This is an optimization exercise on Yosys and OpenROAD, whose aim is small area, not a production implementation.
The RTL was checked by simulation tests, not by an equivalence proof against the original design.
No activity file was given, so power comes from the tool's default toggle rates.

==> flow/design.v <==
module SIGNAL_GENERATOR_ANALYZER_ONE_WIRE
(
	input CLK_100MHz,
	input rst,
	input  	MUAFR_MISO_P,
	input  	MUAFR_MISO_N,
	input 	enable_generate,
	input 	hist_valid,	 
	input 	win_end,	 
	output logic status_gen
);
logic [2: 0] hist_P;
logic [2: 0] hist_N;
always @(posedge CLK_100MHz)
begin
	hist_P <= {hist_P[1: 0], MUAFR_MISO_P};
	hist_N <= {hist_N[1: 0], MUAFR_MISO_N};
end
wire inc_P = MUAFR_MISO_P ^ (hist_P[2] & hist_valid);
wire inc_N = MUAFR_MISO_N ^ (hist_N[2] & hist_valid);
logic [8: 0] cnt_P;
logic [8: 0] cnt_N;
wire clr = rst | enable_generate | win_end;
always @(posedge CLK_100MHz)
begin
	if (clr)
	begin
		cnt_P <= 9'd5;
		cnt_N <= 9'd5;
	end else
	begin
		cnt_P <= cnt_P + inc_P;
		cnt_N <= cnt_N + inc_N;
	end
end
wire ok_P = ~cnt_P[8] & (cnt_P[7: 0] >= 8'd25);
wire ok_N = ~cnt_N[8] & (cnt_N[7: 0] >= 8'd25);
logic verdict;
always @(posedge CLK_100MHz)
	if (rst)
		verdict <= 0;
	else if (~enable_generate & win_end)
		verdict <= ok_P & ok_N;
always @(posedge CLK_100MHz)
	if (rst)
		status_gen <= 0;
	else if (~enable_generate)
		status_gen <= verdict;
endmodule
module SIGNAL_GENERATOR_ANALYZER
(
	input CLK_100MHz,
	input rst,
	output logic [15:0] MUAFR_MOSI_P,
	output [15:0] MUAFR_MOSI_N,
	input  logic [15:0] MUAFR_MISO_P,
	input  logic [15:0] MUAFR_MISO_N,
	input enable_generate,
	output logic [15:0] status_wire,
	output [15:0] status_gen
);
wire en = enable_generate;
logic [2: 0] rst_hist;
always @(posedge CLK_100MHz)
	rst_hist <= {rst_hist[1: 0], rst};
wire hist_valid = ~|rst_hist;
logic [9: 0] win_cnt;
wire win_end  = (&win_cnt[9: 5]) & win_cnt[3] & ~win_cnt[2] & win_cnt[1] & ~win_cnt[0];	 
wire win_wrap = (&win_cnt[9: 5]) & win_cnt[3] & win_cnt[2];						 
always @(posedge CLK_100MHz)
	if (rst | en | win_wrap)
		win_cnt <= 0;
	else
		win_cnt <= win_cnt + 1'b1;
genvar i;
generate
	for (i = 0; i < 16; i = i + 1)
	begin : generator
		SIGNAL_GENERATOR_ANALYZER_ONE_WIRE signal_generator_analyzer_one_wire
		(
			.CLK_100MHz(CLK_100MHz),
			.rst(rst),
			.enable_generate(en),
			.MUAFR_MISO_P(MUAFR_MISO_P[i]),
			.MUAFR_MISO_N(MUAFR_MISO_N[i]),
			.hist_valid(hist_valid),
			.win_end(win_end),
			.status_gen(status_gen[i])
		);
	end
endgenerate
logic [6: 0] slot_cnt;		 
logic [3: 0] j;			 
logic flag;			 
logic prev_flag;		 
logic mosi_up;			 
logic mosi_cur;			 
wire slot_end = (slot_cnt == 7'd99);
always @(posedge CLK_100MHz)
	if (rst)
	begin
		slot_cnt <= 0;
		j <= 0;
		flag <= 1;
		prev_flag <= 0;
	end else if (~en)
	begin
		slot_cnt <= 0;
		j <= 0;
		flag <= 0;
	end else
	begin
		prev_flag <= flag;
		if (slot_end)
		begin
			slot_cnt <= 0;
			j <= j + 1'b1;
			if (j == 4'd15)
				flag <= ~flag;
		end else
			slot_cnt <= slot_cnt + 1'b1;
	end
always @(posedge CLK_100MHz)
	if (rst | ~en)
	begin
		mosi_up <= 0;
		mosi_cur <= 0;
	end else if (prev_flag != flag)
	begin
		mosi_up <= ~flag;
		mosi_cur <= ~flag;
	end else if (slot_end)
	begin
		if (j == 4'd15)
		begin
			mosi_up <= ~flag;
			mosi_cur <= ~flag;
		end else
			mosi_cur <= mosi_up;
	end else
		mosi_cur <= (slot_cnt < 7'd96) ? flag : ~flag;
integer k;
always @*
	for (k = 0; k < 16; k = k + 1)
		MUAFR_MOSI_P[k] = (k < j) ? ~flag : (k == j) ? mosi_cur : mosi_up;
assign MUAFR_MOSI_N = ~MUAFR_MOSI_P;
wire miso_p_j = MUAFR_MISO_P[j];
wire miso_n_j = MUAFR_MISO_N[j];
wire match = (miso_p_j == flag) & (miso_n_j != flag);
logic [6: 0] match_cnt;
logic [15: 0] left;
always @(posedge CLK_100MHz)
	if (rst | ~en | slot_end)
		match_cnt <= 0;
	else if (match)
		match_cnt <= match_cnt + 1'b1;
always @(posedge CLK_100MHz)
	if (rst)
		left <= 0;
	else if (~en)
		left[j] <= 0;
	else if (slot_end)
		left[j] <= match;
logic seen, multi;
always @*
begin
	seen = 0;
	multi = 0;
	for (k = 0; k < 14; k = k + 1)
	begin
		multi = multi | (seen & (MUAFR_MISO_P[k] == miso_p_j));
		seen = seen | (MUAFR_MISO_P[k] == miso_p_j);
	end
end
wire short_P = seen & ~multi;
wire short_N = miso_n_j ? (&MUAFR_MISO_N[13: 0]) : ~(|MUAFR_MISO_N[13: 0]);
logic [7: 0] cnt_kz_P;
logic [7: 0] cnt_kz_N;
always @(posedge CLK_100MHz)
	if (rst)
	begin
		cnt_kz_P <= 0;
		cnt_kz_N <= 0;
	end else if (en)
	begin
		if (slot_cnt == 7'd98)
			cnt_kz_P <= 0;
		else if (short_P)
			cnt_kz_P <= cnt_kz_P + 1'b1;
		if (slot_end)
			cnt_kz_N <= 0;
		else if (short_N)
			cnt_kz_N <= cnt_kz_N + 1'b1;
	end
logic verdict;
always @(posedge CLK_100MHz)
	if (slot_cnt == 7'd97)
		verdict <= (cnt_kz_P > 8'd87) & (cnt_kz_N > 8'd87);
	else if (slot_cnt == 7'd98)
		verdict <= verdict & ((match_cnt > 7'd51) | ((match_cnt == 7'd51) & left[j]));
always @(posedge CLK_100MHz)
	if (rst)
		status_wire <= 0;
	else if (en & slot_end & ~flag)
		status_wire[j] <= verdict;
endmodule
==> flow/flow/run.sh <==
#!/bin/bash
set -e
cp standard.sh flow/standard.sh.seen 2>/dev/null || true
export BUFFER_PORTS_ARGS="-buffer_cell sky130_fd_sc_hd__buf_1"
export CTS_ARGS="-sink_clustering_enable -repair_clock_nets -dont_use_dummy_load"
bash standard.sh > standard.log 2>&1
==> flow/flow/standard.sh.seen <==
#!/bin/bash
# The standard flow's own layout of this design, on the ORFS make targets given (by default finish). After
# finish it leaves the final layout's DEF at /design/flow/out/final.def.
set -euo pipefail
make -C /OpenROAD-flow-scripts/flow DESIGN_CONFIG=/design/flow/config.mk WORK_HOME=/design/flow/orfs CLKGATE_MAP_FILE= SYNTH_SCRIPT=/design/flow/synth_recipe.tcl CAP_MARGIN=20 CORE_MARGIN=2 CORE_UTILIZATION=40 SLEW_MARGIN=20 "${@:-finish}"
if [[ -f /design/flow/orfs/results/sky130hd/SIGNAL_GENERATOR_ANALYZER/base/6_final.odb ]]; then
  : # left out here: write the final layout as DEF
fi
==> flow/standard.sh <==
#!/bin/bash
# synth_recipe.tcl (not shown) runs the flow's synth.tcl, then flattens the netlist and writes it again
# the make line also repeats each setting of config.mk as NAME=value (left out here)
make -C /OpenROAD-flow-scripts/flow DESIGN_CONFIG=/design/flow/config.mk WORK_HOME=/design/flow/orfs CLKGATE_MAP_FILE= SYNTH_SCRIPT=/design/flow/synth_recipe.tcl "${@:-finish}"
==> flow/config.mk <==
export PLATFORM = sky130hd
export DESIGN_NAME = SIGNAL_GENERATOR_ANALYZER
export DESIGN_NICKNAME = SIGNAL_GENERATOR_ANALYZER
export VERILOG_FILES = /design/flow/design.v
export SDC_FILE = /design/flow/constraint.sdc
export NUM_CORES = 4
export LEC_CHECK = 0
export CAP_MARGIN = 20
export CORE_MARGIN = 2
export CORE_UTILIZATION = 40
export SLEW_MARGIN = 20
==> flow/constraint.sdc <==
create_clock -name core_clock -period 10.0 [get_ports {CLK_100MHz}]
set_input_delay 2.0000 -clock core_clock [delete_from_list [all_inputs] [get_ports {CLK_100MHz}]]
set_output_delay 2.0000 -clock core_clock [all_outputs]
set_load 0.01 [all_outputs]
==> results of run 1 <==
-- cell usage in the layout, fill, tap and decap left out, types with 5 or more instances in the layout --
master / n
dfxtp_1: 499
nor2_1: 356
nand2_1: 251
xor2_1: 163
nand3_1: 138
xnor2_1: 123
buf_1: 96
ha_1: 77
nor4_1: 58
a21oi_1: 57
clkbuf_16: 51
nand4_1: 45
and2_1: 43
mux2i_1: 36
nand2b_1: 35
nor3_1: 32
and3_1: 31
o21ai_0: 28
inv_1: 25
o311a_1: 13
a32o_1: 12
buf_4: 12
mux4_2: 8
a31oi_1: 7
o21a_1: 6
o211ai_1: 6
or3_1: 6
or2_2: 5
-- sequential cells by signal (all words and copies together), names as in the netlist, 7 cells and up --
| register | cells |
|---|---|
| generator.signal_generator_analyzer_one_wire.cnt_N | 144 |
| generator.signal_generator_analyzer_one_wire.status_gen | 16 |
| generator.signal_generator_analyzer_one_wire.cnt_P | 144 |
| slot_cnt | 7 |
| cnt_kz_P | 8 |
| generator.signal_generator_analyzer_one_wire.hist_P | 48 |
| generator.signal_generator_analyzer_one_wire.verdict | 16 |
| left | 16 |
| generator.signal_generator_analyzer_one_wire.hist_N | 48 |
| win_cnt | 10 |
| match_cnt | 7 |
| status_wire | 16 |
| cnt_kz_N | 8 |
-- area by class of cell --
type                       instances  area (µm²)  share of cell area
sequential                       500       10000               0.441
multi-input combinational       1600       10000               0.440
clock buffer                      51        1280              0.0562
tap                              680         851              0.0375
timing repair buffer             110         460              0.0203
inverter                          28         105             0.00463
antenna                            1        2.50            0.000110
-- logic make-up (layout without fill, tap and decap cells) --
logic type | count (synthesis) | in the layout | share of synthesized area
compound gates | 156 | 156 | 0.0522
simple gates | 1029 | 1029 | 0.233
buf+inv | 125 | 189 | 0.0271
fa+ha+maj | 80 | 80 | 0.0483
flops | 500 | 500 | 0.487
xor+xnor | 286 | 286 | 0.122
other cells | 0 | 1 | 0
mux | 49 | 49 | 0.0305
-- final timing paths --
check	depth (start not counted)	startpoint	end
setup / recovery	7	j[0]$_SDFFE_PP0P_	MUAFR_MOSI_N[4]
hold / removal	0	register	register
setup reg to reg	9	win_cnt[5]$_SDFF_PP0_	register
hold reg to reg	0	register	register
-- power groups by stage --
stage / sequential [mW] / combinational (mW) / clock, mW
after detailed placement: 2.11 / 0.168 / 0
after global routing: 2.07 / 0.192 / 1.71
after global placement: 2.11 / 0.165 / 0
after floorplan: 2.10 / 0.121 / 0
after CTS: 2.07 / 0.170 / 1.65
final: 2.07 / 0.167 / 1.59
-- per-stage QoR --
step	instances	hold WS (ps)
2_1_floorplan	2225	310
3_3_place_gp	2918	310
3_5_place_dp	2918	312
4_1_cts	2969	321
5_1_grt	2969	324
6_report	2970	316
-- metal layers --
metal	track usage	part of all wire	vias up
li1	-	-	7622
met3	0.0346	0.048	85
met2	0.269	0.45	276
met1	0.217	0.47	7002
met4	0.0609	0.026	6
met5	0	0.00086	-
==> impl_results.md, run 1 <==
* Initial antenna violation count at 4
* RSZ-0062 raised after global routing: false
* # IOs at 99
* Syn_nets at 2337
* Post-CTS setup buffer count at 0
* Mapped Cells at 2225
* Slew Viols, Final at 0
* Dpl hpwl at 30000 µm
* Post-synth top area share at 0.486
* Final ANT Viol Nets at 0
* Mean Syn Cell Area at 9.24 µm²
* Yosys reg bits at 500
* Synth Flop Type: dfxtp_1
* Tot Pwr at 3.82 mW
* Clk buf depth at 3
* Global-route wire length before repair at 72000 µm
* Setup TNS at 0 ps
* DR vias at 15.0k
* F_max at 220 MHz
* Top post-synthesis cells by count: dfxtp_1 (499), nor2_1 (356), nand2_1 (251), xor2_1 (163), nand3_1 (138)
* Worst setup SP type: register
* Num rows at 83
* Die area at 53200 µm²
* Synthesized area at 20600 µm²
* Post-synth EDFFs at 1
* Sequential share of power at 0.540
* Syn. warnings at 2
* Cell area after layout at 22700 µm²
* Worst Path Buf+Inv at 3
* Worst IR Drop VDD at 96.4 µV
* Sw Ratio at 0.218
* Post-synthesis sequential area ratio at 0.487
* MaxCap Viol Count at 0
* TritonCTS Buffers at 51
* GRT Total Usage at 0.166
* Layout Skew at 24.7 ps
* Layout cell share with drive strength beyond 1 at 0.0428
* # resized after CTS at 0
* Largest cells by area after synthesis: dfxtp_1 (49%), xor2_1 (6.9%), nor2_1 (6.5%)
* TritonCTS clock tree: yes
* Maximum fanout along the worst path at 10
* Clock slew at reported path FFs at 60 ps
* Util after Layout at 0.444
* Outcome: no timing/DRC/antenna violations
* CP Capture Type: output pin
* Skew-Pair Late Insertion Delay at 580 ps
* Fillers at 4913
* GPL Wtd Cong at 0.858
* Place WS at 4900 ps
* Post-synthesis cell type count at 68
* Post-synth ARST share at 0
* Hold Path Class: reg2reg
* Sw Pwr at 0.833 mW
* GR Overflow Total at 0
* Die Wd at 231 µm
* Worst endpoint data arrival time at 2550 ps
* Vias per cell at 5.05
* Initial Util at 0.402
* Layout Nets at 2403
* CTS HTree Levels at 2
* Number of global-route vias before repair at 14.5k
* Crit-path leading delay family: buffers and inverters
* DR iter-0 viols at 837
* Max-slew headroom at 0.303
* Slew @ Worst Pin at 1050 ps
* Placed cell area at 21400 µm²
* Count leader, synth: dfxtp_1
* WL/cell at 14.9 µm
* CTS Hold Bufs at 0
* Floorplan Core Area at 51100 µm²
* Die height at 231 µm
* Share of total power in combinational logic at 0.044
* Final wirelength at 44300 µm
* Worst path required time at 8000 ps
* Max stage delay on crit path at 550 ps
* Fin crit share at 0.455
* P_leak at 7.97 nW
* Minimum clock period at 4550 ps
* Clock Power Share at 0.416
* Sink Count at 500
* Final Hold Viols at 0
* Critical-path cell list: clkinv_1, ha_1, nand2_1, o21ai_0, a211oi_1, inv_1, buf_1
* Final setup viols at 0
* # DRC at 0
* Root Buffer: clkbuf_16
* PortBufs at 98
* PwrDens at 168 nW/µm²
* Int Pwr at 2.99 mW
* Area Growth Syn to Fin at 10.5%
* Pin count of the biggest net entering global routing at 100
* Flop-to-flop setup slack at 6610 ps
* Drt first pass iters at 5
* Worst-path cell with the longest stage delay: ha_1
* Cell accounting for the most synthesized area: dfxtp_1
* Setup ws final at 5450 ps
* Crit Path Class: reg2out
==> run 2, diff against run 1 <==
==> flow/run.sh (new file) <==
#!/bin/bash
# synth_recipe.tcl (not shown) runs the flow's synth.tcl, then flattens the netlist and writes it again
# the make line also repeats each setting of config.mk as NAME=value (left out here)
make -C /OpenROAD-flow-scripts/flow DESIGN_CONFIG=/design/flow/config.mk WORK_HOME=/design/flow/orfs CLKGATE_MAP_FILE= SYNTH_SCRIPT=/design/flow/synth_recipe.tcl finish
removed: flow/flow/run.sh
removed: flow/flow/standard.sh.seen
removed: flow/standard.sh
==> impl_results.md, run 2 <==
* Post-synth ARST share at 0 (unchanged)
* Fin crit share at 0.555 (was 0.455)
* DR vias at 15.1k (was 15.0k)
* Place WS at 4730 ps (was 4900 ps)
* Final wirelength at 44800 µm (was 44300 µm)
* Skew-Pair Late Insertion Delay at 580 ps (about the same)
* Global-route wire length before repair at 73600 µm (was 72000 µm)
* PwrDens at 178 nW/µm² (was 168 nW/µm²)
* Final setup viols at 0 (unchanged)
* Commonest non-fill, non-tap cell in the layout: dfxtp_1 (unchanged)
* Placed cell area at 22000 µm² (was 21400 µm²)
* Max-slew headroom at 0.276 (was 0.303)
* CTS HTree Levels at 2 (unchanged)
* Post-synth EDFFs at 1 (unchanged)
* Clk buf depth at 3 (unchanged)
* TritonCTS Buffers at 52 (was 51)
* Sink Count at 500 (unchanged)
* Post-synth top area share at 0.486 (unchanged)
* Num rows at 83 (unchanged)
* Grt met3 use at 0.0288 (was 0.0346)
* Mean Syn Cell Area at 9.24 µm² (unchanged)
* Non-Filler Instances at 3011 (was 2970)
* Drt first pass iters at 5 (unchanged)
* Largest regs: generator.signal_generator_analyzer_one_wire.cnt_N: 144 flops, generator.signal_generator_analyzer_one_wire.cnt_P: 144 flops (unchanged)
* Met2 Usage GRT at 0.279 (was 0.269)
* WL/cell at 14.9 µm (about the same)
* RSZ-0062 raised after global routing: false (unchanged)
* Root Buffer: clkbuf_16 (unchanged)
* Fillers at 4860 (was 4913)
* Layout Nets at 2402 (was 2403)
* P_leak at 8.47 nW (was 7.97 nW)
* Initial antenna violation count at 2 (was 4)
* GRT Total Usage at 0.169 (was 0.166)
* Worst setup SP type: register (unchanged)
* Setup TNS at 0 ps (unchanged)
* Mapped Cells at 2225 (unchanged)
* Minimum clock period at 5550 ps (was 4550 ps)
* Tot Pwr at 4.25 mW (was 3.82 mW)
* Layout Skew at 15.2 ps (was 24.7 ps)
* # IOs at 99 (unchanged)
* TritonCTS clock tree: yes (unchanged)
* Flop-to-flop setup slack at 6100 ps (was 6610 ps)
* Pin count of the biggest net entering global routing at 78 (was 100)
* Layout cell share with drive strength beyond 1 at 0.0566 (was 0.0428)
* Post-synthesis sequential area ratio at 0.487 (unchanged)
* CTS Hold Bufs at 0 (unchanged)
* R2R cell count at 8 (was 9)
* Hold_ws at 318 ps (was 316 ps)
* F_max at 180 MHz (was 220 MHz)
* # resized after CTS at 0 (unchanged)
* Slew @ Worst Pin at 1080 ps (was 1050 ps)
* Post-CTS setup buffer count at 0 (unchanged)
* Area Growth Syn to Fin at 15.9% (was 10.5%)
* Crit Path Class: reg2out (unchanged)
* Cell accounting for the most synthesized area: dfxtp_1 (unchanged)
* Dpl cells at 2916 (was 2918)
* DR iter-0 viols at 689 (was 837)
* Syn. warnings at 2 (unchanged)
* Commonest cells after routing, fill and taps aside: dfxtp_1 (499), nor2_1 (356), nand2_1 (251), xor2_1 (163), nand3_1 (138) (unchanged)
* Syn_nets at 2337 (unchanged)
* Maximum fanout along the worst path at 25 (was 10)
* Hold Path Class: reg2reg (unchanged)
* Outcome: no timing/DRC/antenna violations (unchanged)
* GR Overflow Total at 0 (unchanged)
* Die height at 231 µm (unchanged)
* Floorplan Core Area at 51100 µm² (unchanged)
* Worst IR Drop VDD at 108 µV (was 96.4 µV)
* Initial Util at 0.402 (unchanged)
* Yosys reg bits at 500 (unchanged)
* GRT Max-Usage Layer: met2 (unchanged)
* Util after Layout at 0.466 (was 0.444)
* Count leader, synth: dfxtp_1 (unchanged)
* Synth Flop Type: dfxtp_1 (unchanged)
* Post-synthesis cell type count at 68 (unchanged)
* Cell area after layout at 23800 µm² (was 22700 µm²)
* MaxCap Viol Count at 0 (unchanged)
* Clock slew at reported path FFs at 60 ps (about the same)
* Die area at 53200 µm² (unchanged)
* Top post-synthesis cells by count: dfxtp_1 (499), nor2_1 (356), nand2_1 (251), xor2_1 (163), nand3_1 (138) (unchanged)
* CP Capture Type: output pin (unchanged)
* Synthesized area at 20600 µm² (unchanged)
* Setup ws final at 4450 ps (was 5450 ps)
* RR Startpoint: win_cnt[5]$_SDFF_PP0_ (unchanged)
* PortBufs at 98 (unchanged)
* Final ANT Viol Nets at 0 (unchanged)
* WHS Path Cells at 0 (unchanged)
* # DRC at 0 (unchanged)
* Dpl hpwl at 30300 µm (was 30000 µm)
* Final Hold Viols at 0 (unchanged)
* Met1 GRT Util at 0.223 (was 0.217)
* GPL Wtd Cong at 0.838 (was 0.858)
* Vias per cell at 5.02 (was 5.05)
* Number of global-route vias before repair at 14.6k (was 14.5k)
* Largest cells by area after synthesis: dfxtp_1 (49%), xor2_1 (6.9%), nor2_1 (6.5%) (unchanged)
* Slew Viols, Final at 0 (unchanged)
* Worst path required time at 8000 ps (about the same)
* Die Wd at 231 µm (unchanged)
* Worst endpoint data arrival time at 3550 ps (was 2550 ps)
* Ant diodes at 0 (was 1)
run 2: kinds of logic after synthesis:
kind of cell / share of synthesized area
and+or+nand+nor: 0.233
DFF: 0.487
xor gates and xnor gates: 0.122
AOI/OAI and AO/OA: 0.0522
buffers and inverters: 0.0271
adders and majority gates: 0.0483
muxes: 0.0305
run 2: power breakdown:
part	total (mW)	switching (mW)	internal, mW
Clock	2.00	0.788	1.22
Combinational	0.180	0.107	0.0736
Sequential	2.06	0.0273	2.04
Total	4.25	0.922	3.33
run 2: area by class of cell:
| cell class | instances | area (µm²) | share of cell area |
|---|---|---|---|
| inverters | 28 | 105 | 0.00441 |
| clock buffers | 73 | 1520 | 0.0639 |
| well taps | 680 | 851 | 0.0357 |
| flip-flops and latches | 500 | 10000 | 0.421 |
| multi-input cells | 1600 | 10000 | 0.420 |
| repair buffers | 108 | 1050 | 0.0439 |
| clock inverters | 22 | 280 | 0.0118 |
run 2: layer usage:
layer,wire length [µm],part of all wire
met3,2080,0.046
met2,20300,0.45
met5,14,0.00031
met1,21200,0.47
met4,1270,0.028
run 2: how the worst max path moves through the flow:
| stage | start | end | slack, ps | depth (start not counted) |
|---|---|---|---|---|
| global placement | MUAFR_MISO_P[1] | cnt_kz_P[6]$_SDFFE_PP0P_ | 4720 | 9 |
| global route | j[1]$_SDFFE_PP0P_ | MUAFR_MOSI_P[4] | 4240 | 6 |
| floorplan | MUAFR_MISO_P[6] | cnt_kz_P[4]$_SDFFE_PP0P_ | 5810 | 9 |
| CTS | j[1]$_SDFFE_PP0P_ | MUAFR_MOSI_P[4] | 4420 | 6 |
| detailed placement | MUAFR_MISO_P[1] | cnt_kz_P[6]$_SDFFE_PP0P_ | 4730 | 9 |
| finish | j[1]$_SDFFE_PP0P_ | MUAFR_MOSI_P[4] | 4450 | 6 |
run 2: worst max-delay path, stage by stage (launching register included):
cell and delay (ps):
dfxtp_1 1020, inv_1 370, ha_1 440, nand2_1 100
o21ai_0 80, a211oi_1 340, clkdlybuf4s50_1 600
==> run 3, diff against run 2 <==
--- a/flow/design.v
+++ b/flow/design.v
@@ -9,2 +9,3 @@
 	input 	win_end,	 
+	input 	pending,	 
 	output logic status_gen
@@ -23,2 +24,5 @@
 wire clr = rst | enable_generate | win_end;
+wire ok_P = ~cnt_P[8] & (cnt_P[7: 0] >= 8'd25);
+wire ok_N = ~cnt_N[8] & (cnt_N[7: 0] >= 8'd25);
+wire [8: 0] cnt_P_val = {cnt_P[8: 2], cnt_P[1] & ~pending, cnt_P[0]};
 always @(posedge CLK_100MHz)
@@ -26,19 +30,11 @@
 	if (clr)
-	begin
-		cnt_P <= 9'd5;
+		cnt_P <= {7'd1, (win_end & ~rst & ~enable_generate) ? ok_P & ok_N :
+				(enable_generate & ~rst & pending) ? cnt_P[1] : 1'b0, 1'b1};
+	else
+		cnt_P <= cnt_P_val + inc_P;
+	if (clr)
 		cnt_N <= 9'd5;
-	end else
-	begin
-		cnt_P <= cnt_P + inc_P;
+	else
 		cnt_N <= cnt_N + inc_N;
-	end
 end
-wire ok_P = ~cnt_P[8] & (cnt_P[7: 0] >= 8'd25);
-wire ok_N = ~cnt_N[8] & (cnt_N[7: 0] >= 8'd25);
-logic verdict;
-always @(posedge CLK_100MHz)
-	if (rst)
-		verdict <= 0;
-	else if (~enable_generate & win_end)
-		verdict <= ok_P & ok_N;
 always @(posedge CLK_100MHz)
@@ -46,4 +42,4 @@
 		status_gen <= 0;
-	else if (~enable_generate)
-		status_gen <= verdict;
+	else if (~enable_generate & pending)
+		status_gen <= cnt_P[1];
 endmodule
@@ -66,10 +62,32 @@
 wire hist_valid = ~|rst_hist;
-logic [9: 0] win_cnt;
-wire win_end  = (&win_cnt[9: 5]) & win_cnt[3] & ~win_cnt[2] & win_cnt[1] & ~win_cnt[0];	 
-wire win_wrap = (&win_cnt[9: 5]) & win_cnt[3] & win_cnt[2];						 
+logic mode_q;
+logic [6: 0] low_cnt;
+logic [2: 0] win_hi;
+always @(posedge CLK_100MHz)
+	if (rst)
+		mode_q <= 0;
+	else
+		mode_q <= en;
+wire win_end  = (&win_hi) & (&low_cnt[6: 5]) & low_cnt[3] & ~low_cnt[2] & low_cnt[1] & ~low_cnt[0];	 
+wire win_wrap = (&win_hi) & (&low_cnt[6: 5]) & low_cnt[3] & low_cnt[2];						 
+wire [6: 0] slot_cnt = mode_q ? low_cnt : 7'd0;
+wire slot_end = mode_q & (low_cnt == 7'd99);
+always @(posedge CLK_100MHz)
+	if (rst | (en & slot_end) | (~en & win_wrap))
+		low_cnt <= 0;
+	else if (mode_q != en)
+		low_cnt <= 1;
+	else
+		low_cnt <= low_cnt + 1'b1;
 always @(posedge CLK_100MHz)
 	if (rst | en | win_wrap)
-		win_cnt <= 0;
-	else
-		win_cnt <= win_cnt + 1'b1;
+		win_hi <= 0;
+	else if (&low_cnt)
+		win_hi <= win_hi + 1'b1;
+logic pending;
+always @(posedge CLK_100MHz)
+	if (rst)
+		pending <= 0;
+	else if (~en)
+		pending <= win_end;
 genvar i;
@@ -87,2 +105,3 @@
 			.win_end(win_end),
+			.pending(pending),
 			.status_gen(status_gen[i])
@@ -91,3 +110,2 @@
 endgenerate
-logic [6: 0] slot_cnt;		 
 logic [3: 0] j;			 
@@ -97,7 +115,5 @@
 logic mosi_cur;			 
-wire slot_end = (slot_cnt == 7'd99);
-always @(posedge CLK_100MHz)
-	if (rst)
-	begin
-		slot_cnt <= 0;
+always @(posedge CLK_100MHz)
+	if (rst)
+	begin
 		j <= 0;
@@ -107,3 +123,2 @@
 	begin
-		slot_cnt <= 0;
 		j <= 0;
@@ -115,3 +130,2 @@
 		begin
-			slot_cnt <= 0;
 			j <= j + 1'b1;
@@ -119,4 +133,3 @@
 				flag <= ~flag;
-		end else
-			slot_cnt <= slot_cnt + 1'b1;
+		end
 	end
==> flow/flow/run.sh (new file) <==
#!/bin/bash
set -e
export BUFFER_PORTS_ARGS="-buffer_cell sky130_fd_sc_hd__buf_1"
export CTS_ARGS="-sink_clustering_enable -repair_clock_nets -dont_use_dummy_load -buf_list sky130_fd_sc_hd__clkbuf_8 -sink_clustering_size 16 -sink_clustering_max_diameter 60"
bash standard.sh > standard.log 2>&1
==> flow/standard.sh (new file) <==
#!/bin/bash
# synth_recipe.tcl (not shown) runs the flow's synth.tcl, then flattens the netlist and writes it again
# the make line also repeats each setting of config.mk as NAME=value (left out here)
make -C /OpenROAD-flow-scripts/flow DESIGN_CONFIG=/design/flow/config.mk WORK_HOME=/design/flow/orfs CLKGATE_MAP_FILE= SYNTH_SCRIPT=/design/flow/synth_recipe.tcl "${@:-finish}"
removed: flow/run.sh
==> impl_results.md, run 3 <==
* Slew Viols, Final at 0 (unchanged)
* Syn. warnings at 2 (unchanged)
* Largest cells by area after synthesis: dfxtp_1 (46%), nor2_1 (5.8%), xor2_1 (5.5%) (was dfxtp_1 (49%), xor2_1 (6.9%), nor2_1 (6.5%))
* Global-route wire length before repair at 72500 µm (was 73600 µm)
* Compound-Gate Fraction of Synth Area at 0.0916 (was 0.0522)
* Root Buffer: clkbuf_8 (was clkbuf_16)
* Number of global-route vias before repair at 14.3k (was 14.6k)
* Drt first pass iters at 5 (unchanged)
* Adder-cell share of the synthesized area at 0.0479 (was 0.0483)
* Worst IR Drop VDD at 63.9 µV (was 108 µV)
* Critical-path cell list: inv_1, a21oi_1, a31oi_1, a21oi_1, inv_1, buf_1 (was inv_1, ha_1, nand2_1, o21ai_0, a211oi_1, clkdlybuf4s50_1)
* GR Overflow Total at 0 (unchanged)
* Setup ws final at 5180 ps (was 4450 ps)
* Post-CTS setup buffer count at 0 (unchanged)
* Clk buf depth at 3 (unchanged)
* Mean Syn Cell Area at 9.15 µm² (was 9.24 µm²)
* Clock slew at reported path FFs at 90 ps (was 60 ps)
* Slew @ Worst Pin at 1110 ps (was 1080 ps)
* XOR/XNOR Fraction of Synth Area at 0.108 (was 0.122)
* Final setup viols at 0 (unchanged)
* Cell area after layout at 21700 µm² (was 23800 µm²)
* P_leak at 7.21 nW (was 8.47 nW)
* PortBufs at 98 (unchanged)
* WHS Path Cells at 0 (unchanged)
* Placed cell area at 21100 µm² (was 22000 µm²)
* Hold Path Class: reg2reg (unchanged)
* Post-synth ARST share at 0 (unchanged)
* Mapped Cells at 2216 (was 2225)
* Worst endpoint data arrival time at 2820 ps (was 3550 ps)
* Die Wd at 229 µm (was 231 µm)
* Hold_ws at 295 ps (was 318 ps)
* # DRC at 0 (unchanged)
* Max stage delay on crit path at 1060 ps (was 1020 ps)
* Vias per cell at 5.12 (was 5.02)
* Final Hold Viols at 0 (unchanged)
* Area Growth Syn to Fin at 6.95% (was 15.9%)
* Fin crit share at 0.482 (was 0.555)
* Maximum fanout along the worst path at 28 (was 25)
* Skew-Pair Late Insertion Delay at 630 ps (was 580 ps)
* Final wirelength at 44200 µm (was 44800 µm)
* Mux share of post-synthesis cell area at 0.0218 (was 0.0305)
* DR vias at 15.0k (was 15.1k)
* Fillers at 5025 (was 4860)
* Post-synthesis cell type count at 78 (was 68)
* Post-synth EDFFs at 17 (was 1)
* RSZ-0062 raised after global routing: false (unchanged)
* Synth Flop Type: dfxtp_1 (unchanged)
* Outcome: no timing/DRC/antenna violations (unchanged)
* Layout Skew at 59.7 ps (was 15.2 ps)
* Floorplan Core Area at 50100 µm² (was 51100 µm²)
* Cell accounting for the most synthesized area: dfxtp_1 (unchanged)
* F_max at 208 MHz (was 180 MHz)
* Count leader, synth: dfxtp_1 (unchanged)
* R2R cell count at 7 (was 8)
* Post-synthesis sequential area ratio at 0.481 (was 0.487)
* GPL Wtd Cong at 0.866 (was 0.838)
* TritonCTS Buffers at 40 (was 52)
* # resized after CTS at 0 (unchanged)
* CTS Hold Bufs at 0 (unchanged)
* Initial Util at 0.405 (was 0.402)
* Top post-synthesis cells by count: dfxtp_1 (462), nor2_1 (314), nand2_1 (244), nand3_1 (142), xor2_1 (127) (was dfxtp_1 (499), nor2_1 (356), nand2_1 (251), xor2_1 (163), nand3_1 (138))
* DR iter-0 viols at 862 (was 689)
* Crit Path Class: reg2out (unchanged)
* Minimum clock period at 4820 ps (was 5550 ps)
* PwrDens at 144 nW/µm² (was 178 nW/µm²)
* GRT Total Usage at 0.168 (was 0.169)
* Yosys reg bits at 479 (was 500)
* Synth Area in Simple Gates at 0.218 (was 0.233)
* Setup TNS at 0 ps (unchanged)
* Place WS at 4900 ps (was 4730 ps)
* Sink Count at 479 (was 500)
* Dpl hpwl at 30200 µm (was 30300 µm)
* Post-synth top area share at 0.456 (was 0.486)
* Layout cell share with drive strength beyond 1 at 0.0367 (was 0.0566)
* Max-slew headroom at 0.257 (was 0.276)
* # IOs at 99 (unchanged)
* Num rows at 82 (was 83)
* MaxCap Viol Count at 0 (unchanged)
* Commonest cells after routing, fill and taps aside: dfxtp_1 (462), nor2_1 (314), nand2_1 (244), nand3_1 (142), xor2_1 (127) (was dfxtp_1 (499), nor2_1 (356), nand2_1 (251), xor2_1 (163), nand3_1 (138))
* Worst path required time at 8000 ps (about the same)
* CP Capture Type: output pin (unchanged)
* Die area at 52500 µm² (was 53200 µm²)
* WL/cell at 15.1 µm (was 14.9 µm)
* Worst setup SP type: register (unchanged)
* Syn_nets at 2327 (was 2337)
* Die height at 229 µm (was 231 µm)
* Commonest non-fill, non-tap cell in the layout: dfxtp_1 (unchanged)
* Final ANT Viol Nets at 0 (unchanged)
* Pin count of the biggest net entering global routing at 98 (was 78)
* TritonCTS clock tree: yes (unchanged)
* Worst-path cell with the longest stage delay: dfxtp_1 (unchanged)
* Initial antenna violation count at 5 (was 2)
* Largest regs: generator.signal_generator_analyzer_one_wire.cnt_N: 144 flops, generator.signal_generator_analyzer_one_wire.cnt_P: 144 flops (unchanged)
* CTS HTree Levels at 2 (unchanged)
* Synthesized area at 20300 µm² (was 20600 µm²)
* Layout Nets at 2375 (was 2402)
* Largest family of logic cells by synthesized area: simple AND/OR/NAND/NOR gates (unchanged)
-- run 3: path summary, 6_finish.rpt --
| kind | from | end | slack (ps) |
|---|---|---|---|
| max | j[2]$_SDFFE_PP0P_ | MUAFR_MOSI_N[8] | 5180 |
| min | register | register | 290 |
| max reg2reg | j[2]$_SDFFE_PP0P_ | cnt_kz_N[5]$_SDFFE_PP0P_ | 6340 |
| min reg2reg | register | register | 290 |
-- run 3: kinds of logic after synthesis --
logic type,Yosys count
AND/OR/NAND/NOR,961
flip-flops,479
AO/OA/AOI/OAI,273
XOR/XNOR,249
buffers and inverters,146
adder cells (fa/ha/maj),78
multiplexers,30
-- run 3: cell type report --
class	count	area [µm²]	share of cell area
clock buffer	40	551	0.0254
tap	672	841	0.0388
multi-input combinational	1591	9900	0.456
sequential	479	9760	0.450
antenna	1	2.50	0.000115
inverter	42	158	0.00727
timing repair buffer	110	479	0.0221
-- run 3: critical path, delay by kind of cell (launching register included) --
kind / cells / cell delay, ps
buf+inv: 3 / 670
flops: 1 / 1060
compound gates: 3 / 510
-- run 3: power by group --
part / switching (mW) / internal (mW) / total (mW)
Sequential: 0.0254 / 1.96 / 1.99
Clock: 0.602 / 0.359 / 0.961
Combinational: 0.106 / 0.0665 / 0.173
-- run 3: routing by layer --
layer | wire [µm] | GRT usage | up-vias
met5 | 38 | 0 | -
met4 | 1090 | 0.0503 | 6
met3 | 2110 | 0.0311 | 72
met2 | 19500 | 0.268 | 287
met1 | 21500 | 0.230 | 7055
li1 | - | - | 7621
-- run 3: stage by stage --
| step | total power, mW | instances | utilization |
|---|---|---|---|
| floorplan | 2.15 | 2216 | - |
| global placement | 2.20 | 2893 | 0.422 |
| detailed placement | 2.20 | 2893 | 0.422 |
| CTS | 3.17 | 2933 | 0.433 |
| global route | 3.27 | 2935 | 0.433 |
| finish | 3.12 | 2935 | 0.433 |
==> run 4, diff against run 3 <==
==> flow/flow/run.sh (replaced) <==
#!/bin/bash
set -e
export BUFFER_PORTS_ARGS="-buffer_cell sky130_fd_sc_hd__buf_1"
export CTS_ARGS="-sink_clustering_enable -repair_clock_nets -dont_use_dummy_load -buf_list sky130_fd_sc_hd__clkbuf_8 -sink_clustering_size 20 -sink_clustering_max_diameter 60"
bash standard.sh > standard.log 2>&1
==> impl_results.md, run 4 <==
* Outcome: no timing/DRC/antenna violations (unchanged)
* Dpl hpwl at 30200 µm (unchanged)
* Crit path launch: j[2]$_SDFFE_PP0P_ (unchanged)
* XOR/XNOR Fraction of Synth Area at 0.108 (unchanged)
* MaxCap Viol Count at 0 (unchanged)
* Fillers at 5034 (was 5025)
* DR vias at 15.0k (about the same)
* Synthesized area at 20300 µm² (unchanged)
* Top post-synthesis cells by count: dfxtp_1 (462), nor2_1 (314), nand2_1 (244), nand3_1 (142), xor2_1 (127) (unchanged)
* TritonCTS Buffers at 37 (was 40)
* Placed cell area at 21100 µm² (unchanged)
* Skew-Pair Late Insertion Delay at 640 ps (was 630 ps)
* F_max at 208 MHz (about the same)
* Die Wd at 229 µm (unchanged)
* Die height at 229 µm (unchanged)
* Initial antenna violation count at 6 (was 5)
* # resized after CTS at 0 (unchanged)
* Compound-Gate Fraction of Synth Area at 0.0916 (unchanged)
* R2R cell count at 7 (unchanged)
* Count leader, synth: dfxtp_1 (unchanged)
* TritonCTS clock tree: yes (unchanged)
* Layout Nets at 2372 (was 2375)
* Largest family of logic cells by synthesized area: simple AND/OR/NAND/NOR gates (unchanged)
* Clock slew at reported path FFs at 120 ps (was 90 ps)
* Number of global-route vias before repair at 14.2k (was 14.3k)
* Fin crit share at 0.481 (was 0.482)
* # IOs at 99 (unchanged)
* Post-synth top area share at 0.456 (unchanged)
* Num rows at 82 (unchanged)
* Largest cells by area after synthesis: dfxtp_1 (46%), nor2_1 (5.8%), xor2_1 (5.5%) (unchanged)
* Final wirelength at 44200 µm (about the same)
* Area Growth Syn to Fin at 6.77% (was 6.95%)
* Max-slew headroom at 0.262 (was 0.257)
* Final ANT Viol Nets at 0 (unchanged)
* Commonest cells after routing, fill and taps aside: dfxtp_1 (462), nor2_1 (314), nand2_1 (244), nand3_1 (142), xor2_1 (127) (unchanged)
* GRT Total Usage at 0.167 (was 0.168)
* Maximum fanout along the worst path at 28 (unchanged)
* Syn_nets at 2327 (unchanged)
* Yosys reg bits at 479 (unchanged)
* WHS Path Cells at 0 (unchanged)
* Largest regs: generator.signal_generator_analyzer_one_wire.cnt_N: 144 flops, generator.signal_generator_analyzer_one_wire.cnt_P: 144 flops (unchanged)
* Post-synthesis cell type count at 78 (unchanged)
* Final Hold Viols at 0 (unchanged)
* DR iter-0 viols at 840 (was 862)
* Tot Pwr at 3.09 mW (was 3.12 mW)
* Crit Path Class: reg2out (unchanged)
* Global-route wire length before repair at 72300 µm (was 72500 µm)
* Worst endpoint data arrival time at 2810 ps (was 2820 ps)
* CTS Hold Bufs at 0 (unchanged)
* Worst setup SP type: register (unchanged)
* Synth Area in Simple Gates at 0.218 (unchanged)
* Adder-cell share of the synthesized area at 0.0479 (unchanged)
* GR Overflow Total at 0 (unchanged)
* PwrDens at 143 nW/µm² (was 144 nW/µm²)
* WL/cell at 15.1 µm (about the same)
* Mux share of post-synthesis cell area at 0.0218 (unchanged)
* Post-synth EDFFs at 17 (unchanged)
* Layout Skew at 72.1 ps (was 59.7 ps)
* Floorplan Core Area at 50100 µm² (unchanged)
* Register area at 9760 µm² (unchanged)
* CP Capture Type: output pin (unchanged)
* Post-synthesis sequential area ratio at 0.481 (unchanged)
* Slew Viols, Final at 0 (unchanged)
* Reg-to-reg endpoint: cnt_kz_N[5]$_SDFFE_PP0P_ (unchanged)
* Post-CTS setup buffer count at 0 (unchanged)
* Vias per cell at 5.13 (was 5.12)
* Setup TNS at 0 ps (unchanged)
* Minimum clock period at 4810 ps (was 4820 ps)
* Root Buffer: clkbuf_8 (unchanged)
* Pin count of the biggest net entering global routing at 98 (unchanged)
* Synth Flop Type: dfxtp_1 (unchanged)
* Cell accounting for the most synthesized area: dfxtp_1 (unchanged)
* Worst IR Drop VDD at 72.5 µV (was 63.9 µV)
* Area of the multi-input gates at 9900 µm² (unchanged)
* PortBufs at 98 (unchanged)
* Mapped Cells at 2216 (unchanged)
* RR Startpoint: j[2]$_SDFFE_PP0P_ (unchanged)
* GPL Wtd Cong at 0.866 (unchanged)
* Die area at 52500 µm² (unchanged)
* Commonest non-fill, non-tap cell in the layout: dfxtp_1 (unchanged)
* Drt first pass iters at 5 (unchanged)
* Slew @ Worst Pin at 1110 ps (about the same)
* Initial Util at 0.405 (unchanged)
* P_leak at 7.19 nW (was 7.21 nW)
* Mean Syn Cell Area at 9.15 µm² (unchanged)
* Clk buf depth at 3 (unchanged)
* RSZ-0062 raised after global routing: false (unchanged)
* # DRC at 0 (unchanged)
* Post-synth ARST share at 0 (unchanged)
* Layout cell share with drive strength beyond 1 at 0.0354 (was 0.0367)
* Syn. warnings at 2 (unchanged)
* Worst path required time at 8000 ps (about the same)
* Hold Path Class: reg2reg (unchanged)
* Sink Count at 479 (unchanged)
* Final setup viols at 0 (unchanged)
* Cell area after layout at 21700 µm² (about the same)
* CTS HTree Levels at 2 (unchanged)
* Flop-to-flop setup slack at 6330 ps (was 6340 ps)
==> run 4: final cells by class <==
class | instances | share of cell area
multi-input cells | 1591 | 0.457
flip-flops and latches | 479 | 0.451
well taps | 672 | 0.0388
clock buffers | 37 | 0.0235
repair buffers | 110 | 0.0221
inverters | 42 | 0.00728
diodes | 3 | 0.000347
==> run 4: cells by family after synthesis <==
logic type      Yosys count
simple gates            961
flops                   479
compound gates          273
xor+xnor                249
buf+inv                 146
fa+ha+maj                78
mux                      30
==> run 4: worst max-delay path, stage by stage (launching register included) <==
cell     delay, ps
dfxtp_1       1060
inv_1          490
a21oi_1        240
a31oi_1         60
a21oi_1        210
inv_1           60
buf_1          120
==> run 4: through the flow <==
stage	hold WS, ps	utilization	cells	setup WS [ps]
finish	293	0.432	2934	5190
global route	282	0.432	2933	4990
CTS	294	0.432	2930	5190
detailed placement	312	0.422	2893	4900
global placement	310	0.422	2893	4980
floorplan	310	-	2216	6010
==> run 4: metal layers <==
layer  share of wire  up-vias  wire length [µm]  global-route usage
met4           0.025        6              1110              0.0526
li1                -     7618                 -                   -
met5         0.00086        -                38                   0
met1            0.49     7077             21600               0.229
met3           0.047       70              2070              0.0311
met2            0.44      277             19400               0.266
==> run 4: power breakdown <==
| part | internal, mW | leakage (nW) | switching [mW] |
|---|---|---|---|
| clock | 0.334 | 0.266 | 0.596 |
| combinational | 0.0665 | 2.95 | 0.106 |
| sequential | 1.96 | 3.97 | 0.0253 |
| total | 2.36 | 7.19 | 0.727 |
==> run 4: how the worst max path moves through the flow <==
stage / slack [ps] / cells past startpoint / endpoint
6_report: 5190 / 6 / MUAFR_MOSI_N[8]
5_1_grt: 4990 / 8 / MUAFR_MOSI_N[4]
3_5_place_dp: 4900 / 6 / register
3_3_place_gp: 4980 / 6 / register
2_1_floorplan: 6010 / 8 / match_cnt[3]$_SDFFE_PP0P_
4_1_cts: 5190 / 6 / MUAFR_MOSI_N[8]
==> run 5, diff against run 4 <==
==> flow/flow/run.sh (replaced) <==
#!/bin/bash
set -e
export BUFFER_PORTS_ARGS="-buffer_cell sky130_fd_sc_hd__buf_1"
export CTS_ARGS="-sink_clustering_enable -repair_clock_nets -dont_use_dummy_load"
bash standard.sh > standard.log 2>&1
==> impl_results.md, run 5 <==
* F_max at 210 MHz (was 208 MHz)
* Minimum clock period at 4760 ps (was 4810 ps)
* Sink Count at 479 (unchanged)
* Final setup viols at 0 (unchanged)
* Drt first pass iters at 5 (unchanged)
* Count leader, synth: dfxtp_1 (unchanged)
* DR vias at 15.1k (was 15.0k)
* # resized after CTS at 0 (unchanged)
* Die Wd at 229 µm (unchanged)
* PortBufs at 98 (unchanged)
* Initial antenna violation count at 4 (was 6)
* Util after Layout at 0.448 (was 0.432)
* Dpl hpwl at 30200 µm (unchanged)
* Max stage delay on crit path at 1040 ps (was 1060 ps)
* Synthesized area at 20300 µm² (unchanged)
* Non-Filler Instances at 2945 (was 2934)
* MaxCap Viol Count at 0 (unchanged)
* Final ANT Viol Nets at 0 (unchanged)
* Maximum fanout along the worst path at 28 (unchanged)
* Worst setup SP type: register (unchanged)
* Layout cell share with drive strength beyond 1 at 0.0414 (was 0.0354)
* Critical-path cell list: inv_1, a21oi_1, a31oi_1, a21oi_1, inv_1, buf_1 (unchanged)
* Post-CTS setup buffer count at 0 (unchanged)
* Worst-path cell with the longest stage delay: dfxtp_1 (unchanged)
* P_leak at 7.55 nW (was 7.19 nW)
* Hold Path Class: reg2reg (unchanged)
* Num rows at 82 (unchanged)
* Commonest non-fill, non-tap cell in the layout: dfxtp_1 (unchanged)
* Root Buffer: clkbuf_16 (was clkbuf_8)
* GR Overflow Total at 0 (unchanged)
* Clk buf depth at 3 (unchanged)
* WL/cell at 15.1 µm (about the same)
* Worst IR Drop VDD at 115 µV (was 72.5 µV)
* Largest cells by area after synthesis: dfxtp_1 (46%), nor2_1 (5.8%), xor2_1 (5.5%) (unchanged)
* Largest regs: generator.signal_generator_analyzer_one_wire.cnt_N: 144 flops, generator.signal_generator_analyzer_one_wire.cnt_P: 144 flops (unchanged)
* Pin count of the biggest net entering global routing at 98 (unchanged)
* Post-synthesis cell type count at 78 (unchanged)
* Cell accounting for the most synthesized area: dfxtp_1 (unchanged)
* GPL Wtd Cong at 0.866 (unchanged)
* Post-synth ARST share at 0 (unchanged)
* Mapped Cells at 2216 (unchanged)
* Skew-Pair Late Insertion Delay at 580 ps (was 640 ps)
* Slew Viols, Final at 0 (unchanged)
* Mean Syn Cell Area at 9.15 µm² (unchanged)
* Final Hold Viols at 0 (unchanged)
* # IOs at 99 (unchanged)
* Flop-to-flop setup slack at 6350 ps (was 6330 ps)
* CTS Hold Bufs at 0 (unchanged)
* Die area at 52500 µm² (unchanged)
* Max-slew headroom at 0.273 (was 0.262)
* Post-synthesis sequential area ratio at 0.481 (unchanged)
* Vias per cell at 5.13 (about the same)
* Crit Path Class: reg2out (unchanged)
* Yosys reg bits at 479 (unchanged)
* Post-synth top area share at 0.456 (unchanged)
* Floorplan Core Area at 50100 µm² (unchanged)
* DR iter-0 viols at 811 (was 840)
* GRT Total Usage at 0.169 (was 0.167)
* # DRC at 0 (unchanged)
* Outcome: no timing/DRC/antenna violations (unchanged)
* Top post-synthesis cells by count: dfxtp_1 (462), nor2_1 (314), nand2_1 (244), nand3_1 (142), xor2_1 (127) (unchanged)
* CTS HTree Levels at 2 (unchanged)
* Ant diodes at 0 (was 3)
* CP Capture Type: output pin (unchanged)
* TritonCTS clock tree: yes (unchanged)
* Die height at 229 µm (unchanged)
* Global-route wire length before repair at 73000 µm (was 72300 µm)
* Syn. warnings at 2 (unchanged)
* Syn_nets at 2327 (unchanged)
* Layout Nets at 2386 (was 2372)
* Layout Skew at 40.9 ps (was 72.1 ps)
* Slew @ Worst Pin at 1090 ps (was 1110 ps)
* Commonest cells after routing, fill and taps aside: dfxtp_1 (462), nor2_1 (314), nand2_1 (244), nand3_1 (142), xor2_1 (127) (unchanged)
* Clock slew at reported path FFs at 50 ps (was 120 ps)
* Hold_ws at 293 ps (about the same)
* Worst path required time at 8000 ps (about the same)
* PwrDens at 167 nW/µm² (was 143 nW/µm²)
* Post-synth EDFFs at 17 (unchanged)
* Fin crit share at 0.476 (was 0.481)
* Number of global-route vias before repair at 14.4k (was 14.2k)
* RSZ-0062 raised after global routing: false (unchanged)
* Worst endpoint data arrival time at 2760 ps (was 2810 ps)
* Area Growth Syn to Fin at 10.5% (was 6.77%)
* Dpl cells at 2893 (unchanged)
* TritonCTS Buffers at 51 (was 37)
* Final wirelength at 44400 µm (was 44200 µm)
* Synth Flop Type: dfxtp_1 (unchanged)
* Initial Util at 0.405 (unchanged)
* Setup TNS at 0 ps (unchanged)
## run 5: layer usage
layer,vias to the layer above,GRT usage,routed length [µm],share of wire
li1,7660,-,-,-
met1,7080,0.229,21500,0.48
met2,289,0.273,19700,0.44
met3,67,0.0340,2270,0.051
met4,6,0.0467,924,0.021
met5,-,0,38,0.00086
## run 5: metrics by stage
step                      power [mW]  worst slack [ps]  cell area, µm²
final                           3.73              5240           22400
after global routing            3.90              5020           22400
after CTS                       3.79              5230           22400
after detailed placement        2.20              4900           21100
after global placement          2.20              4980           21100
after floorplan                 2.15              6010           20300
## run 5: worst paths after layout
check | cells past startpoint | to | from
max reg2reg | 7 | cnt_kz_N[5]$_SDFFE_PP0P_ | j[2]$_SDFFE_PP0P_
min | 0 | register | register
min reg2reg | 0 | register | register
max | 6 | MUAFR_MOSI_N[8] | j[2]$_SDFFE_PP0P_
## run 5: kinds of logic after synthesis
kind of cell | after synthesis | share of synthesized area
DFF | 479 | 0.481
xor gates and xnor gates | 249 | 0.108
AOI/OAI and AO/OA | 273 | 0.0916
muxes | 30 | 0.0218
buffers and inverters | 146 | 0.0316
adders and majority gates | 78 | 0.0479
and+or+nand+nor | 961 | 0.218
## run 5: final cells by class
type | count | area, µm²
tap | 672 | 841
fill | 4955 | 27700
inverter | 42 | 158
multi-input combinational | 1591 | 9900
clock buffer | 51 | 1280
sequential | 479 | 9760
timing repair buffer | 110 | 479
## run 5: report_power, final
part           leakage, nW  switching, mW  internal, mW
Sequential            3.97         0.0255          1.97
Clock                0.628          0.680         0.889
Combinational         2.95          0.106        0.0665
## run 5: critical path: cells and delay by family, from the launching register on
kind | cells | cell delay, ps
AO/OA/AOI/OAI | 3 | 510
flip-flops | 1 | 1040
buffers and inverters | 3 | 670
==> run 6, diff against run 5 <==
==> flow/flow/run.sh (replaced) <==
#!/bin/bash
set -e
export BUFFER_PORTS_ARGS="-buffer_cell sky130_fd_sc_hd__buf_1"
export CTS_ARGS="-sink_clustering_enable -repair_clock_nets -dont_use_dummy_load -buf_list sky130_fd_sc_hd__clkbuf_4 -sink_clustering_size 10 -sink_clustering_max_diameter 40"
bash standard.sh > standard.log 2>&1
==> impl_results.md, run 6 <==
* Post-synth ARST share at 0 (unchanged)
* Top post-synthesis cells by count: dfxtp_1 (462), nor2_1 (314), nand2_1 (244), nand3_1 (142), xor2_1 (127) (unchanged)
* P_leak at 7.25 nW (was 7.55 nW)
* Largest regs: generator.signal_generator_analyzer_one_wire.cnt_N: 144 flops, generator.signal_generator_analyzer_one_wire.cnt_P: 144 flops (unchanged)
* CTS HTree Levels at 3 (was 2)
* Util after Layout at 0.433 (was 0.448)
* Area Growth Syn to Fin at 6.94% (was 10.5%)
* Layout cell share with drive strength beyond 1 at 0.0501 (was 0.0414)
* Dpl hpwl at 30200 µm (unchanged)
* PortBufs at 98 (unchanged)
* # resized after CTS at 0 (unchanged)
* Slew @ Worst Pin at 1120 ps (was 1090 ps)
* GPL Wtd Cong at 0.866 (unchanged)
* Num rows at 82 (unchanged)
* GRT Total Usage at 0.170 (was 0.169)
* Maximum fanout along the worst path at 28 (unchanged)
* Post-synth EDFFs at 17 (unchanged)
* Fillers at 5054 (was 4955)
* WHS Path Cells at 0 (unchanged)
* WL/cell at 15.0 µm (was 15.1 µm)
* Setup TNS at 0 ps (unchanged)
* Commonest non-fill, non-tap cell in the layout: dfxtp_1 (unchanged)
* Synth Flop Type: dfxtp_1 (unchanged)
* CTS Hold Bufs at 0 (unchanged)
* RR Startpoint: j[2]$_SDFFE_PP0P_ (unchanged)
* Minimum clock period at 5020 ps (was 4760 ps)
* Number of global-route vias before repair at 14.5k (was 14.4k)
* Mean Syn Cell Area at 9.15 µm² (unchanged)
* Post-CTS setup buffer count at 0 (unchanged)
* Sink Count at 479 (unchanged)
* Commonest cells after routing, fill and taps aside: dfxtp_1 (462), nor2_1 (314), nand2_1 (244), nand3_1 (142), xor2_1 (127) (unchanged)
* Final ANT Viol Nets at 0 (unchanged)
* Initial Util at 0.405 (unchanged)
* F_max at 199 MHz (was 210 MHz)
* Vias per cell at 5.13 (about the same)
* Post-synth top area share at 0.456 (unchanged)
* PwrDens at 144 nW/µm² (was 167 nW/µm²)
* Worst setup SP type: register (unchanged)
* Slew Viols, Final at 0 (unchanged)
* GR Overflow Total at 0 (unchanged)
* R2R cell count at 7 (unchanged)
* Post-synthesis cell type count at 78 (unchanged)
* Final wirelength at 44500 µm (was 44400 µm)
* MaxCap Viol Count at 0 (unchanged)
* Post-synthesis sequential area ratio at 0.481 (unchanged)
* Root Buffer: clkbuf_4 (was clkbuf_16)
* Die area at 52500 µm² (unchanged)
* Worst path required time at 8000 ps (about the same)
* Synthesized area at 20300 µm² (unchanged)
* Max-slew headroom at 0.251 (was 0.273)
* Outcome: no timing/DRC/antenna violations (unchanged)
* DR iter-0 viols at 775 (was 811)
* Initial antenna violation count at 7 (was 4)
* Floorplan Core Area at 50100 µm² (unchanged)
* Cell accounting for the most synthesized area: dfxtp_1 (unchanged)
* Mapped Cells at 2216 (unchanged)
* Hold Path Class: reg2reg (unchanged)
* Layout Nets at 2407 (was 2386)
* # DRC at 0 (unchanged)
* Worst IR Drop VDD at 74.2 µV (was 115 µV)
* Global-route wire length before repair at 73000 µm (about the same)
* Crit Path Class: reg2out (unchanged)
* Die height at 229 µm (unchanged)
* Count leader, synth: dfxtp_1 (unchanged)
* Cell area after layout at 21700 µm² (was 22400 µm²)
* CP Capture Type: output pin (unchanged)
* Fin crit share at 0.502 (was 0.476)
* Worst endpoint data arrival time at 3020 ps (was 2760 ps)
* # IOs at 99 (unchanged)
* Drt first pass iters at 5 (unchanged)
* Syn_nets at 2327 (unchanged)
* Layout Skew at 100 ps (was 40.9 ps)
* Clk buf depth at 3 (unchanged)
* Pin count of the biggest net entering global routing at 98 (unchanged)
* Syn. warnings at 2 (unchanged)
* Final setup viols at 0 (unchanged)
* TritonCTS clock tree: yes (unchanged)
* Yosys reg bits at 479 (unchanged)
* Final Hold Viols at 0 (unchanged)
* Flop-to-flop setup slack at 6250 ps (was 6350 ps)
* DR vias at 15.2k (was 15.1k)
* Placed cell area at 21100 µm² (unchanged)
* Clock slew at reported path FFs at 110 ps (was 50 ps)
* Skew-Pair Late Insertion Delay at 820 ps (was 580 ps)
* RSZ-0062 raised after global routing: false (unchanged)
* Largest cells by area after synthesis: dfxtp_1 (46%), nor2_1 (5.8%), xor2_1 (5.5%) (unchanged)
* Reg-to-reg endpoint: cnt_kz_N[7]$_SDFFE_PP0P_ (was cnt_kz_N[5]$_SDFFE_PP0P_)
* Die Wd at 229 µm (unchanged)
* TritonCTS Buffers at 72 (was 51)
run 6: cell counts after synthesis:
No cell type changed its count.
run 6: power by group:
group	internal [mW]	switching (mW)
registers	1.96	0.0254
logic	0.0666	0.106
clock network	0.331	0.622
run 6: worst max-delay path by stage:
stage,from,end,slack [ps],cells past startpoint
after global placement,rst,register,4980,6
final,j[2]$_SDFFE_PP0P_,MUAFR_MOSI_N[8],4980,6
after global routing,j[0]$_SDFFE_PP0P_,MUAFR_MOSI_N[4],4790,8
after CTS,j[2]$_SDFFE_PP0P_,MUAFR_MOSI_N[8],4980,6
after detailed placement,rst,register,4900,6
after floorplan,MUAFR_MISO_P[11],match_cnt[3]$_SDFFE_PP0P_,6010,8
run 6: critical path: stages (launching register included):
cell and delay (ps):
dfxtp_1 1080, inv_1 500, a21oi_1 240, a31oi_1 60, a21oi_1 210, inv_1 60, buf_1 120
run 6: stage by stage:
stage	hold slack, ps	total power, mW	worst slack (ps)	instances
floorplan	310	2.15	6010	2216
global placement	310	2.20	4980	2893
detailed placement	312	2.20	4900	2893
CTS	259	3.16	4980	2965
global route	282	3.27	4790	2970
finish	280	3.11	4980	2970
run 6: cells by family after synthesis:
logic type | Yosys count | synth area share
AND/OR/NAND/NOR | 961 | 0.218
flip-flops | 479 | 0.481
AO/OA/AOI/OAI | 273 | 0.0916
XOR/XNOR | 249 | 0.108
buffers and inverters | 146 | 0.0316
adder cells (fa/ha/maj) | 78 | 0.0479
multiplexers | 30 | 0.0218
run 6: layout make-up:
class / instances / area, µm² / share of cell area
flip-flops and latches: 479 / 9760 / 0.450
diodes: 4 / 10.0 / 0.000462
repair buffers: 110 / 479 / 0.0221
inverters: 42 / 158 / 0.00727
clock buffers: 72 / 541 / 0.0249
multi-input cells: 1591 / 9900 / 0.456
well taps: 672 / 841 / 0.0388
run 6: routing by layer:
metal,up-vias,part of all wire,global-route usage,routed length [µm]
met3,87,0.050,0.0359,2210
met5,-,0.0012,0,52
met4,8,0.023,0.0570,1040
li1,7725,-,-,-
met2,313,0.44,0.272,19700
met1,7091,0.48,0.227,21500
==> run 7, diff against run 6 <==
==> flow/flow/run.sh (replaced) <==
#!/bin/bash
# The standard layout (standard.sh) with three changes to how the layout is made:
#  - ABC maps the logic with an area-oriented script (flow/abc_area.script),
#  - ports get sky130_fd_sc_hd__buf_1 buffers,
#  - CTS builds the tree from clkbuf_8 with clusters of at most 16 sinks and no dummy loads.
set -e
rm -rf scripts_mod
cp -r "$FLOW_HOME/scripts" scripts_mod
cp flow/abc_area.script scripts_mod/abc_area.script
export SCRIPTS_DIR="$PWD/scripts_mod"
export ABC_AREA=1
export BUFFER_PORTS_ARGS="-buffer_cell sky130_fd_sc_hd__buf_1"
export CTS_ARGS="-sink_clustering_enable -repair_clock_nets -dont_use_dummy_load -buf_list sky130_fd_sc_hd__clkbuf_8 -sink_clustering_size 16 -sink_clustering_max_diameter 60"
bash standard.sh > standard.log 2>&1
==> flow/flow/abc_area.script (new file) <==
strash
dc2
&get -n
&dch -f
&nf -R 1000 -p -a
&put
strash
dc2
&get -n
&dch -f
&nf -R 1000 -p -F 8 -A 4 -a
&put
--- a/flow/config.mk
+++ b/flow/config.mk
@@ -9,3 +9,3 @@
 export CORE_MARGIN = 2
-export CORE_UTILIZATION = 40
+export CORE_UTILIZATION = 60
 export SLEW_MARGIN = 20
==> impl_results.md, run 7 <==
* Outcome: no timing/DRC/antenna violations (unchanged)
* Synth Area in Simple Gates at 0.237 (was 0.218)
* Worst path required time at 10510 ps (was 8000 ps)
* GPL Wtd Cong at 0.897 (was 0.866)
* Hold Path Class: reg2reg (unchanged)
* Largest cells by area after synthesis: dfxtp_1 (48%), nor3_1 (6.4%), a21oi_1 (5.8%) (was dfxtp_1 (46%), nor2_1 (5.8%), xor2_1 (5.5%))
* Vias per cell at 6.13 (was 5.13)
* Compound-Gate Fraction of Synth Area at 0.142 (was 0.0916)
* Top post-synthesis cells by count: dfxtp_1 (462), nor3_1 (244), a21oi_1 (222), nand2_1 (173), and3_1 (135) (was dfxtp_1 (462), nor2_1 (314), nand2_1 (244), nand3_1 (142), xor2_1 (127))
* F_max at 155 MHz (was 199 MHz)
* Sink Count at 479 (unchanged)
* Maximum fanout along the worst path at 17 (was 28)
* Worst endpoint data arrival time at 6950 ps (was 3020 ps)
* Worst setup SP type: register (unchanged)
* Synthesized area at 19100 µm² (was 20300 µm²)
* Mapped Cells at 1990 (was 2216)
* GRT Total Usage at 0.256 (was 0.170)
* Post-synthesis sequential area ratio at 0.511 (was 0.481)
* Post-CTS setup buffer count at 0 (unchanged)
* Die height at 182 µm (was 229 µm)
* Max-slew headroom at 0.295 (was 0.251)
* Final Hold Viols at 0 (unchanged)
* P_leak at 7.59 nW (was 7.25 nW)
* Final setup viols at 0 (unchanged)
* Layout Nets at 2236 (was 2407)
* RR Startpoint: j[2]$_SDFFE_PP0P_ (unchanged)
* Slew @ Worst Pin at 1050 ps (was 1120 ps)
* Initial Util at 0.607 (was 0.405)
* Final ANT Viol Nets at 0 (unchanged)
* Pin count of the biggest net entering global routing at 88 (was 98)
* Mux share of post-synthesis cell area at 0.00727 (was 0.0218)
* Die Wd at 182 µm (was 229 µm)
* Count leader, synth: dfxtp_1 (unchanged)
* Layout cell share with drive strength beyond 1 at 0.0273 (was 0.0501)
* TritonCTS Buffers at 38 (was 72)
* Die area at 33300 µm² (was 52500 µm²)
* DR vias at 15.5k (was 15.2k)
* Syn_nets at 2101 (was 2327)
* MaxCap Viol Count at 0 (unchanged)
* Mean Syn Cell Area at 9.60 µm² (was 9.15 µm²)
* Yosys reg bits at 479 (unchanged)
* CTS HTree Levels at 2 (was 3)
* Commonest non-fill, non-tap cell in the layout: dfxtp_1 (unchanged)
* Adder-cell share of the synthesized area at 0.0498 (was 0.0479)
* Dpl hpwl at 29400 µm (was 30200 µm)
* Floorplan Core Area at 31500 µm² (was 50100 µm²)
* Post-synth ARST share at 0 (unchanged)
* Number of global-route vias before repair at 14.1k (was 14.5k)
* XOR/XNOR Fraction of Synth Area at 0.0417 (was 0.108)
* Initial antenna violation count at 2 (was 7)
* Post-synth top area share at 0.484 (was 0.456)
* PortBufs at 98 (unchanged)
* Layout Skew at 34.8 ps (was 100 ps)
* Hold_ws at 308 ps (was 280 ps)
* PwrDens at 150 nW/µm² (was 144 nW/µm²)
* Commonest cells after routing, fill and taps aside: dfxtp_1 (462), nor3_1 (242), a21oi_1 (222), nand2_1 (173), and3_1 (135) (was dfxtp_1 (462), nor2_1 (314), nand2_1 (244), nand3_1 (142), xor2_1 (127))
* Worst IR Drop VDD at 124 µV (was 74.2 µV)
* Clk buf depth at 3 (unchanged)
* WL/cell at 17.1 µm (was 15.0 µm)
* Final wirelength at 43200 µm (was 44500 µm)
* Cell accounting for the most synthesized area: dfxtp_1 (unchanged)
* Util after Layout at 0.652 (was 0.433)
* Skew-Pair Late Insertion Delay at 580 ps (was 820 ps)
* DR iter-0 viols at 966 (was 775)
* Crit Path Class: reg2reg (was reg2out)
* GR Overflow Total at 0 (unchanged)
* Syn. warnings at 2 (unchanged)
* TritonCTS clock tree: yes (unchanged)
* Crit path launch: j[2]$_SDFFE_PP0P_ (unchanged)
* Largest family of logic cells by synthesized area: simple AND/OR/NAND/NOR gates (unchanged)
* Num rows at 65 (was 82)
* Setup TNS at 0 ps (unchanged)
* Area Growth Syn to Fin at 7.42% (was 6.94%)
* Minimum clock period at 6440 ps (was 5020 ps)
* Post-synth EDFFs at 17 (unchanged)
* Global-route wire length before repair at 70000 µm (was 73000 µm)
* # IOs at 99 (unchanged)
* RSZ-0062 raised after global routing: false (unchanged)
* Fin crit share at 0.644 (was 0.502)
* Largest regs: generator.signal_generator_analyzer_one_wire.cnt_N: 144 flops, generator.signal_generator_analyzer_one_wire.cnt_P: 144 flops (unchanged)
* Post-synthesis cell type count at 54 (was 78)
* Drt first pass iters at 5 (unchanged)
* Tot Pwr at 3.08 mW (was 3.11 mW)
* Clock slew at reported path FFs at 90 ps (was 110 ps)
* CP Capture Type: register (was output pin)
* CTS Hold Bufs at 0 (unchanged)
* # resized after CTS at 0 (unchanged)
* Synth Flop Type: dfxtp_1 (unchanged)
* Root Buffer: clkbuf_8 (was clkbuf_4)
* # DRC at 0 (unchanged)
* Slew Viols, Final at 0 (unchanged)
==> run 7: changes by cell type after synthesis, moves of 72 or more <==
cell | before | now
nor3_1 | 54 | 244
xor2_1 | 127 | 15
nand3_1 | 142 | 39
nor2_1 | 314 | 67
clkbuf_1 | 72 | 0
a21oi_1 | 75 | 222
and3_1 | 10 | 135
==> run 7: area by class of cell <==
type                    count  area (µm²)
inverters                  25        93.8
repair buffers            111         487
diodes                      1        2.50
well taps                 402         503
clock buffers              38         523
fillers                  2687       10900
multi-input cells        1470        9160
flip-flops and latches    479        9760
==> run 7: final timing paths <==
check                              to  slack (ps)  cells after the start
max          cnt_kz_P[7]$_SDFFE_PP0P_        3560                     23
min                          register         310                      0
max reg2reg  cnt_kz_P[7]$_SDFFE_PP0P_        3560                     23
min reg2reg                  register         310                      0
==> run 7: per-stage QoR <==
step | area, µm² | setup slack, ps | instances
after floorplan | 19100 | 2750 | 1990
after global placement | 20000 | 3440 | 2486
after detailed placement | 20000 | 3190 | 2487
after CTS | 20500 | 3680 | 2525
after global routing | 20500 | 2860 | 2526
final | 20500 | 3560 | 2526
==> run 7: cells by family after synthesis <==
logic type,Yosys count
buffers and inverters,41
AO/OA/AOI/OAI,443
flip-flops,479
XOR/XNOR,91
multiplexers,12
AND/OR/NAND/NOR,848
adder cells (fa/ha/maj),76
==> run 7: worst max-delay path: stages, from the launching register on <==
cell	delay (ps)
dfxtp_1	690
clkinv_1	450
nor2_1	730
o21ai_0	190
a21oi_1	160
a221oi_1	80
o21ai_2	740
xor2_1	350
nand4_1	160
nor2_1	200
nand3_1	110
or2_0	250
nor2_1	140
and2_0	200
and3_1	200
mux2i_1	220
xnor2_1	90
nor3_1	350
nand2b_1	230
nand4_1	120
nor2b_1	170
nand2_1	110
or3_1	310
a21oi_1	120
==> run 7: per-layer routing <==
| metal | routed length, µm | share of wire | track usage |
|---|---|---|---|
| met1 | 20600 | 0.48 | 0.360 |
| met2 | 19400 | 0.45 | 0.415 |
| met3 | 2500 | 0.058 | 0.0377 |
| met4 | 764 | 0.018 | 0.0668 |
| met5 | 12 | 0.00028 | 0 |
==> run 7: where the power goes <==
| group | internal [mW] | total (mW) | switching (mW) |
|---|---|---|---|
| logic | 0.0639 | 0.166 | 0.103 |
| clock network | 0.343 | 0.924 | 0.582 |
| registers | 1.96 | 1.99 | 0.0276 |
| total | 2.37 | 3.08 | 0.712 |

separate check: timing with driven ports:
In the flow no input, the clock included, has a driving cell. The finished layouts below were timed again as built, in two steps.
Step 1 assumes that a clkbuf_16 drives the clock port and a buf_2 every other input.
Step 2, shift: input delay + t, output delay - t, t = (earliest + latest rising clock arrival at the registers) / 2. This alone moves slack from input paths to output paths.
a / b / c = ideal ports / drivers / drivers and shift; a / b = the first two.
| run | t (ns) | setup WS [ns] |
|---|---|---|
| run 1 | 0.619 | 5.447 / 5.392 / 4.989 |
| run 2 | 0.635 | 4.453 / 4.394 / 4.706 |
| run 3 | 0.656 | 5.183 / 5.127 / 5.175 |
| run 4 | 0.656 | 5.192 / 5.136 / 5.170 |
| run 5 | 0.623 | 5.237 / 5.178 / 5.163 |
| run 6 | 0.817 | 4.980 / 4.929 / 5.155 |
| run 7 | 0.613 | 3.559 / 3.559 / 3.141 |
After both steps setup and hold are still met in every run listed.
